This is an optimization exercise on Yosys and OpenROAD, whose aim is small area, a short achievable clock period and few clock cycles, not a production implementation. RTL that was checked went through simulation tests only; none was proved equivalent to the original. No activity file was given, so power comes from the tool's default toggle rates.

## run C
==> flow/design.v <==
module accumulator (
    input wire clk,            
    input wire rst,            
    input wire ld_ac,          
    input wire [7:0] data_in,  
    output reg [7:0] acc_out   
);
    always @(posedge clk or posedge rst) begin
        if (rst)
            acc_out <= 8'h00;
        else if (ld_ac)
            acc_out <= data_in;
    end
endmodule
module address_mux (
    input wire dbg,
    input wire [4:0] pc,
    input wire [4:0] dbg_addr,
    output wire [4:0] faddr
);
    assign faddr = dbg ? dbg_addr : pc;
endmodule
module alu (
    input wire [7:0] in_a,        
    input wire [7:0] in_b,        
    input wire [2:0] opcode,
    output reg [7:0] alu_out
);
    always @(*) begin
        case (opcode)
            3'd2: alu_out = in_a + in_b;    
            3'd3: alu_out = in_a & in_b;    
            3'd4: alu_out = in_a ^ in_b;    
            default: alu_out = in_b;        
        endcase
    end
endmodule
module controller (
    input wire clk,
    input wire rst,
    input wire [2:0] opcode,       
    input wire [4:0] operand,
    input wire [7:0] acc_next,
    input wire [7:0] acc,
    input wire [4:0] pc,
    input wire [4:0] sto_addr,     
    output reg [2:0] eop,          
    output reg halt,               
    output wire load0,             
    output wire ld_ac,             
    output wire wr,                
    output wire is_jmp,            
    output wire dbg_sel,           
    output wire fwd_r,             
    output wire fwd_e,             
    output wire fwd_o,             
    output wire r_sto              
);
    localparam [2:0]
        HLT = 3'd0, SKZ = 3'd1, ADD = 3'd2, AND = 3'd3,
        XOR = 3'd4, LDA = 3'd5, STO = 3'd6, NOP = 3'd7;
    reg run, ld, accz;
    reg e_ld, e_sto, e_skz;
    wire valid = run | ld;
    assign load0 = rst | ~valid;
    assign ld_ac = e_ld;
    assign wr    = e_sto;
    wire   annul = e_skz & accz;                  
    wire   r_ok  = valid & ~annul & ~halt;        
    assign is_jmp  = r_ok & (opcode == NOP);
    assign r_sto   = r_ok & (opcode == STO);
    assign dbg_sel = halt;
    assign fwd_r = r_sto & (pc == operand);
    assign fwd_e = wr & (pc == sto_addr);
    assign fwd_o = wr & (operand == sto_addr);
    always @(posedge clk or posedge rst) begin
        if (rst) begin
            run   <= 1'b0;
            halt  <= 1'b0;
            e_ld  <= 1'b0;
            e_sto <= 1'b0;
            e_skz <= 1'b0;
        end else begin
            run   <= 1'b1;
            if (!halt) begin
                halt  <= r_ok & (opcode == HLT);
                e_ld  <= r_ok & (opcode == ADD || opcode == AND ||
                                 opcode == XOR || opcode == LDA);
                e_sto <= r_ok & (opcode == STO);
                e_skz <= r_ok & (opcode == SKZ);
            end
        end
    end
    always @(posedge clk) begin
        ld   <= load0;
        accz <= load0 | (acc_next == 8'h00);
        eop <= opcode;
    end
endmodule
module instruction_reg (
    input wire clk,
    input wire load0,
    input wire prog_fwd,         
    input wire [7:0] prog_data,
    input wire [7:0] mem0,
    input wire fwd_r,
    input wire [7:0] acc_next,
    input wire fwd_e,
    input wire [7:0] acc,
    input wire [7:0] fdata,
    input wire jmp,              
    input wire r_sto,
    input wire fwd_o,
    input wire [7:0] odata,
    output reg [7:0] ir,
    output reg [7:0] opr
);
    wire s_load = load0;
    wire s_acc  = ~load0 & (jmp ? fwd_o : (fwd_r | fwd_e));
    wire s_odat = ~load0 & jmp & ~fwd_o;
    wire s_fdat = ~load0 & ~jmp & ~fwd_r & ~fwd_e;
    wire [7:0] ldata = prog_fwd ? prog_data : mem0;
    always @(posedge clk)
        ir <= ({8{s_load}} & ldata) | ({8{s_acc}} & acc_next) |
              ({8{s_odat}} & odata) | ({8{s_fdat}} & fdata);
    wire o_acc = ~r_sto & fwd_o;
    wire o_dat = ~r_sto & ~fwd_o;
    always @(posedge clk)
        opr <= ({8{r_sto}} & {3'b000, ir[4:0]}) | ({8{o_acc}} & acc) |
               ({8{o_dat}} & odata);
endmodule
module memory (
    input wire clk,
    input wire wr,
    input wire [4:0] waddr,
    input wire [7:0] wdata,
    input wire prog_we,
    input wire [4:0] prog_addr,
    input wire [7:0] prog_data,
    input wire [4:0] faddr,
    output wire [7:0] fdata,
    input wire [4:0] oaddr,
    output wire [7:0] odata,
    output wire [7:0] mem0
);
    reg [7:0] mem [0:31];
    always @(posedge clk) begin
        if (prog_we)
            mem[prog_addr] <= prog_data;
        else if (wr)
            mem[waddr] <= wdata;
    end
    assign fdata = mem[faddr];
    assign odata = mem[oaddr];
    assign mem0  = mem[0];
endmodule
module program_counter (
    input wire clk,
    input wire load0,           
    input wire jmp,
    input wire [4:0] operand,   
    output reg [4:0] pc         
);
    always @(posedge clk) begin
        if (load0)
            pc <= 5'd1;
        else
            pc <= (jmp ? operand : pc) + 5'd1;
    end
endmodule
module cpu_top (
    input wire clk,           
    input wire rst,           
    input wire prog_we,       
    input wire [4:0] prog_addr,  
    input wire [7:0] prog_data,  
    input wire [4:0] dbg_addr,   
    output wire halt,         
    output wire [7:0] accum,  
    output wire [7:0] dbg_data   
);
    wire [7:0] ir;            
    wire [4:0] pc;            
    wire [7:0] acc, acc_next, opr;
    wire [2:0] eop;           
    wire [2:0] opcode  = ir[7:5];
    wire [4:0] operand = ir[4:0];
    wire load0, ld_ac, wr, is_jmp, dbg_sel;
    wire fwd_r, fwd_e, fwd_o, r_sto;
    wire [4:0] faddr;
    wire [7:0] fdata, odata, mem0, alu_out;
    controller ctrl (
        .clk(clk), .rst(rst), .opcode(opcode), .operand(operand),
        .acc_next(acc_next), .acc(acc), .pc(pc), .sto_addr(opr[4:0]),
        .eop(eop), .halt(halt), .load0(load0), .ld_ac(ld_ac),
        .wr(wr), .is_jmp(is_jmp), .dbg_sel(dbg_sel),
        .fwd_r(fwd_r), .fwd_e(fwd_e), .fwd_o(fwd_o), .r_sto(r_sto)
    );
    address_mux amux (
        .dbg(dbg_sel), .pc(pc), .dbg_addr(dbg_addr), .faddr(faddr)
    );
    program_counter pcr (
        .clk(clk), .load0(load0), .jmp(is_jmp), .operand(operand),
        .pc(pc)
    );
    memory mem (
        .clk(clk), .wr(wr), .waddr(opr[4:0]), .wdata(acc),
        .prog_we(prog_we), .prog_addr(prog_addr), .prog_data(prog_data),
        .faddr(faddr), .fdata(fdata), .oaddr(operand), .odata(odata),
        .mem0(mem0)
    );
    instruction_reg irr (
        .clk(clk), .load0(load0), .prog_fwd(prog_we && prog_addr == 5'd0),
        .prog_data(prog_data), .mem0(mem0),
        .fwd_r(fwd_r), .acc_next(acc_next), .fwd_e(fwd_e), .acc(acc),
        .fdata(fdata), .jmp(is_jmp), .r_sto(r_sto), .fwd_o(fwd_o), .odata(odata),
        .ir(ir), .opr(opr)
    );
    alu alu_inst (
        .in_a(acc), .in_b(opr), .opcode(eop), .alu_out(alu_out)
    );
    assign acc_next = ld_ac ? alu_out : acc;
    accumulator accr (
        .clk(clk), .rst(rst), .ld_ac(ld_ac), .data_in(alu_out), .acc_out(acc)
    );
    assign accum = acc;
    reg [7:0] dbg_q;
    always @(posedge clk)
        dbg_q <= fdata;
    assign dbg_data = dbg_q;
endmodule
export LEC_CHECK = 0
export ABC_CLOCK_PERIOD_IN_PS = 2000
export CAP_MARGIN = 20
export CORE_MARGIN = 2
export CORE_UTILIZATION = 40
export CTS_CLUSTER_DIAMETER = 100
export CTS_CLUSTER_SIZE = 24
export SETUP_SLACK_MARGIN = 2.5
export SLEW_MARGIN = 20
create_clock -name core_clock -period 5.0 [get_ports {clk}]
standard.sh (not shown) runs the stock make flow with config.mk's settings and CLKGATE_MAP_FILE= SYNTH_SCRIPT=/design/flow/synth_recipe.tcl, a recipe that flattens the netlist after the stock synthesis.
==> flow/flow/run.sh <==
#!/bin/bash
# Standard layout, with plain buffers (buf_2) instead of delay cells on the ports.
set -euo pipefail
export BUFFER_PORTS_ARGS="-buffer_cell sky130_fd_sc_hd__buf_2"
bash standard.sh > standard.log 2>&1
The final layout from run C, which completed every stage, passed the timing, DRC and antenna checks at the end of the flow.
Testbench counts of run C, summed over its fixed seeds: cycles 33,875.
Modified inputs, run F compared to run C
--- a/flow/design.v
+++ b/flow/design.v
@@ -47,13 +47,13 @@
     output reg [2:0] eop,          
     output reg halt,               
     output wire load0,             
     output wire ld_ac,             
     output wire wr,                
     output wire is_jmp,            
-    output wire dbg_sel,           
+    output reg dbg_sel,            
     output wire fwd_r,             
     output wire fwd_e,             
     output wire fwd_o,             
     output wire r_sto              
 );
     localparam [2:0]
@@ -66,13 +66,12 @@
     assign ld_ac = e_ld;
     assign wr    = e_sto;
     wire   annul = e_skz & accz;                  
     wire   r_ok  = valid & ~annul & ~halt;        
     assign is_jmp  = r_ok & (opcode == NOP);
     assign r_sto   = r_ok & (opcode == STO);
-    assign dbg_sel = halt;
     assign fwd_r = r_sto & (pc == operand);
     assign fwd_e = wr & (pc == sto_addr);
     assign fwd_o = wr & (operand == sto_addr);
     always @(posedge clk or posedge rst) begin
         if (rst) begin
             run   <= 1'b0;
@@ -90,12 +89,13 @@
                 e_skz <= r_ok & (opcode == SKZ);
             end
         end
     end
     always @(posedge clk) begin
         ld   <= load0;
+        dbg_sel <= ~load0 & (halt | (r_ok & (opcode == HLT)));
         accz <= load0 | (acc_next == 8'h00);
         eop <= opcode;
     end
 endmodule
 module instruction_reg (
     input wire clk,
## What came out
Run C ended up with reg -> reg as its path type of the worst setup path; run F ended up with in -> reg. Run F closes out successfully: all stages finished, all timing, DRC and antenna checks passed. Total power delta (run F − run C): favourable. Comparing run C and run F, the higher number of sequential cells in the layout was measured on run F. Compared with run C, run F shows met2 wire length that has gone up slightly. When the final numbers for run C and run F were put side by side, the routed length per placed instance turned out to be greater in run C. When run F is set beside run C, its instance count on the critical path turns out to be 1 larger. As far as sequential share of layout area is concerned, run F and run C perform about the same.
Function not checked in run F: the RTL went through the layout flow alone.

* * *

Another version of the RTL of cpu_top (not shown whole).
For scale: roughly 1300 cells after synthesis, roughly 38 I/O pins, ~15000 um^2 of cells after synthesis.
==> module controller, before the edit <==
module controller (
    input wire clk,
    input wire rst,
    input wire [2:0] opcode,       
    input wire [4:0] operand,
    input wire [7:0] acc_next,
    input wire [7:0] acc,
    input wire [4:0] pc,
    input wire [4:0] sto_addr,     
    output reg [2:0] eop,          
    output reg halt,               
    output wire load0,             
    output wire ld_ac,             
    output wire wr,                
    output wire is_jmp,            
    output wire dbg_sel,           
    output wire fwd_r,             
    output wire fwd_e,             
    output wire fwd_o,             
    output wire r_sto              
);
    localparam [2:0]
        HLT = 3'd0, SKZ = 3'd1, ADD = 3'd2, AND = 3'd3,
        XOR = 3'd4, LDA = 3'd5, STO = 3'd6, NOP = 3'd7;
    reg run, ld;
    reg e_ld, e_sto, e_skz;
    wire valid = run | ld;
    assign load0 = rst | ~valid;
    assign ld_ac = e_ld;
    assign wr    = e_sto;
    wire   annul = e_skz & (acc == 8'h00);        
    wire   r_ok  = valid & ~annul & ~halt;        
    assign is_jmp  = r_ok & (opcode == NOP);
    assign r_sto   = r_ok & (opcode == STO);
    assign dbg_sel = halt;
    assign fwd_r = r_sto & (pc == operand);
    assign fwd_e = wr & (pc == sto_addr);
    assign fwd_o = wr & (operand == sto_addr);
    always @(posedge clk or posedge rst) begin
        if (rst) begin
            run   <= 1'b0;
            halt  <= 1'b0;
            e_ld  <= 1'b0;
            e_sto <= 1'b0;
            e_skz <= 1'b0;
        end else begin
            run   <= 1'b1;
            if (!halt) begin
                halt  <= r_ok & (opcode == HLT);
                e_ld  <= r_ok & (opcode == ADD || opcode == AND ||
                                 opcode == XOR || opcode == LDA);
                e_sto <= r_ok & (opcode == STO);
                e_skz <= r_ok & (opcode == SKZ);
            end
        end
    end
    always @(posedge clk) begin
        ld   <= load0;
        eop <= opcode;
    end
endmodule
==> module memory, before the edit <==
module memory (
    input wire clk,
    input wire wr,
    input wire [4:0] waddr,
    input wire [7:0] wdata,
    input wire prog_we,
    input wire [4:0] prog_addr,
    input wire [7:0] prog_data,
    input wire [4:0] faddr,
    output wire [7:0] fdata,
    input wire [4:0] oaddr,
    output wire [7:0] odata,
    output wire [7:0] mem0
);
    reg [7:0] mem [0:31];
    always @(posedge clk) begin
        if (prog_we)
            mem[prog_addr] <= prog_data;
        else if (wr)
            mem[waddr] <= wdata;
    end
    reg [7:0] f_or, o_or;
    integer i;
    always @(*) begin
        f_or = 8'h00;
        o_or = 8'h00;
        for (i = 0; i < 32; i = i + 1) begin
            f_or = f_or | ({8{faddr == i}} & mem[i]);
            o_or = o_or | ({8{oaddr == i}} & mem[i]);
        end
    end
    assign fdata = f_or;
    assign odata = o_or;
    assign mem0  = mem[0];
endmodule
==> module cpu_top, before the edit <==
module cpu_top (
    input wire clk,           
    input wire rst,           
    input wire prog_we,       
    input wire [4:0] prog_addr,  
    input wire [7:0] prog_data,  
    input wire [4:0] dbg_addr,   
    output wire halt,         
    output wire [7:0] accum,  
    output wire [7:0] dbg_data   
);
    wire [7:0] ir;            
    wire [4:0] pc;            
    wire [7:0] acc, acc_next, opr;
    wire [2:0] eop;           
    wire [2:0] opcode  = ir[7:5];
    wire [4:0] operand = ir[4:0];
    wire load0, ld_ac, wr, is_jmp, dbg_sel;
    wire fwd_r, fwd_e, fwd_o, r_sto;
    wire [4:0] faddr;
    wire [7:0] fdata, odata, mem0, alu_out;
    controller ctrl (
        .clk(clk), .rst(rst), .opcode(opcode), .operand(operand),
        .acc_next(acc_next), .acc(acc), .pc(pc), .sto_addr(opr[4:0]),
        .eop(eop), .halt(halt), .load0(load0), .ld_ac(ld_ac),
        .wr(wr), .is_jmp(is_jmp), .dbg_sel(dbg_sel),
        .fwd_r(fwd_r), .fwd_e(fwd_e), .fwd_o(fwd_o), .r_sto(r_sto)
    );
    address_mux amux (
        .dbg(dbg_sel), .pc(pc), .dbg_addr(dbg_addr), .faddr(faddr)
    );
    program_counter pcr (
        .clk(clk), .load0(load0), .jmp(is_jmp), .operand(operand),
        .pc(pc)
    );
    memory mem (
        .clk(clk), .wr(wr), .waddr(opr[4:0]), .wdata(acc),
        .prog_we(prog_we), .prog_addr(prog_addr), .prog_data(prog_data),
        .faddr(faddr), .fdata(fdata), .oaddr(operand), .odata(odata),
        .mem0(mem0)
    );
    instruction_reg irr (
        .clk(clk), .load0(load0), .prog_fwd(prog_we && prog_addr == 5'd0),
        .prog_data(prog_data), .mem0(mem0),
        .fwd_r(fwd_r), .acc_next(acc_next), .fwd_e(fwd_e), .acc(acc),
        .fdata(fdata), .jmp(is_jmp), .r_sto(r_sto), .fwd_o(fwd_o), .odata(odata),
        .ir(ir), .opr(opr)
    );
    alu alu_inst (
        .in_a(acc), .in_b(opr), .opcode(eop), .alu_out(alu_out)
    );
    assign acc_next = ld_ac ? alu_out : acc;
    accumulator accr (
        .clk(clk), .rst(rst), .ld_ac(ld_ac), .data_in(alu_out), .acc_out(acc)
    );
    assign accum = acc;
    reg [7:0] dbg_q;
    always @(posedge clk)
        dbg_q <= fdata;
    assign dbg_data = dbg_q;
endmodule
clock: 5.0 ns
lec_check: 0
abc_clock_period_in_ps: 2000
cap_margin: 20
core_margin: 2
core_utilization: 40
cts_cluster_diameter: 100
cts_cluster_size: 24
setup_slack_margin: 2.5
slew_margin: 20
Scripts as last shown in full above: flow/flow/run.sh
Next try:
--- a/flow/design.v
+++ b/flow/design.v
@@ -56,19 +56,19 @@
     output wire fwd_o,             
     output wire r_sto              
 );
     localparam [2:0]
         HLT = 3'd0, SKZ = 3'd1, ADD = 3'd2, AND = 3'd3,
         XOR = 3'd4, LDA = 3'd5, STO = 3'd6, NOP = 3'd7;
-    reg run, ld;
+    reg run, ld, accz;
     reg e_ld, e_sto, e_skz;
     wire valid = run | ld;
     assign load0 = rst | ~valid;
     assign ld_ac = e_ld;
     assign wr    = e_sto;
-    wire   annul = e_skz & (acc == 8'h00);        
+    wire   annul = e_skz & accz;                  
     wire   r_ok  = valid & ~annul & ~halt;        
     assign is_jmp  = r_ok & (opcode == NOP);
     assign r_sto   = r_ok & (opcode == STO);
     assign dbg_sel = halt;
     assign fwd_r = r_sto & (pc == operand);
     assign fwd_e = wr & (pc == sto_addr);
@@ -90,12 +90,13 @@
                 e_skz <= r_ok & (opcode == SKZ);
             end
         end
     end
     always @(posedge clk) begin
         ld   <= load0;
+        accz <= load0 | (acc_next == 8'h00);
         eop <= opcode;
     end
 endmodule
 module instruction_reg (
     input wire clk,
     input wire load0,
@@ -146,24 +147,14 @@
     always @(posedge clk) begin
         if (prog_we)
             mem[prog_addr] <= prog_data;
         else if (wr)
             mem[waddr] <= wdata;
     end
-    reg [7:0] f_or, o_or;
-    integer i;
-    always @(*) begin
-        f_or = 8'h00;
-        o_or = 8'h00;
-        for (i = 0; i < 32; i = i + 1) begin
-            f_or = f_or | ({8{faddr == i}} & mem[i]);
-            o_or = o_or | ({8{oaddr == i}} & mem[i]);
-        end
-    end
-    assign fdata = f_or;
-    assign odata = o_or;
+    assign fdata = mem[faddr];
+    assign odata = mem[oaddr];
     assign mem0  = mem[0];
 endmodule
 module program_counter (
     input wire clk,
     input wire load0,           
     input wire jmp,
@@ -230,11 +221,8 @@
     );
     assign acc_next = ld_ac ? alu_out : acc;
     accumulator accr (
         .clk(clk), .rst(rst), .ld_ac(ld_ac), .data_in(alu_out), .acc_out(acc)
     );
     assign accum = acc;
-    reg [7:0] dbg_q;
-    always @(posedge clk)
-        dbg_q <= fdata;
-    assign dbg_data = dbg_q;
-endmodule
+    assign dbg_data = ir;
+endmodule
Effect:
- The changed run passed the timing, DRC and antenna checks
- final cell count goes down by about 15%
- synthesized area is higher by about 2%
- count of clock-buffer cells in the layout fell by 2
- global-route usage decreases by 17 points
- routed wire length goes down by about 40%
Testbench counts after the change, summed over its fixed seeds: cycles 33,875.
The RTL of the first run of this note was laid out without a check of its function.

==> separate check: timing with driven ports <==
The results above use ideal ports. As a check the final layouts listed here were re-extracted and re-timed, cells and wires unchanged. Step 1 (the two cells are an assumption about what drives the block):
set clk [get_ports {clk}]
set_driving_cell -lib_cell sky130_fd_sc_hd__clkbuf_16 $clk
set_driving_cell -lib_cell sky130_fd_sc_hd__buf_2 [delete_from_list [all_inputs] $clk]
Step 2 moves the port delays by t, midway between the first and last clock arrival at a register: inputs arrive t later, outputs are due t later. That takes back most of the time a late clock gives input paths. a / b / c = ideal / step 1 / step 2; a / b = the first two.
| run | shift t [ns] | slack for setup (ns) | worst hold slack (ns) | clock arrival spread, ns | pins driven straight from the clock port |
|---|---|---|---|---|---|
| run C | 0.565 | 2.352 / 2.352 / 1.807 | 0.445 / 0.445 / 0.445 | 0.028 / 0.028 | 1 |
| run F | 0.562 | 2.346 / 2.346 / 1.783 | 0.442 / 0.442 / 0.442 | 0.029 / 0.029 | 1 |
| the first run of note 2 | 0.601 | 2.018 / 2.034 / 1.452 | 0.475 / 0.475 / 0.475 | 0.021 / 0.021 | 1 |
| the second run of note 2 | 0.571 | 2.460 / 2.460 / 1.942 | 0.522 / 0.487 / 0.528 | 0.034 / 0.033 | 1 |
After both steps every run listed still meets setup and hold. For the first run of note 2, which loses most, drivers alone change the setup slack by +0.016 ns; drivers and shift together by -0.566 ns.
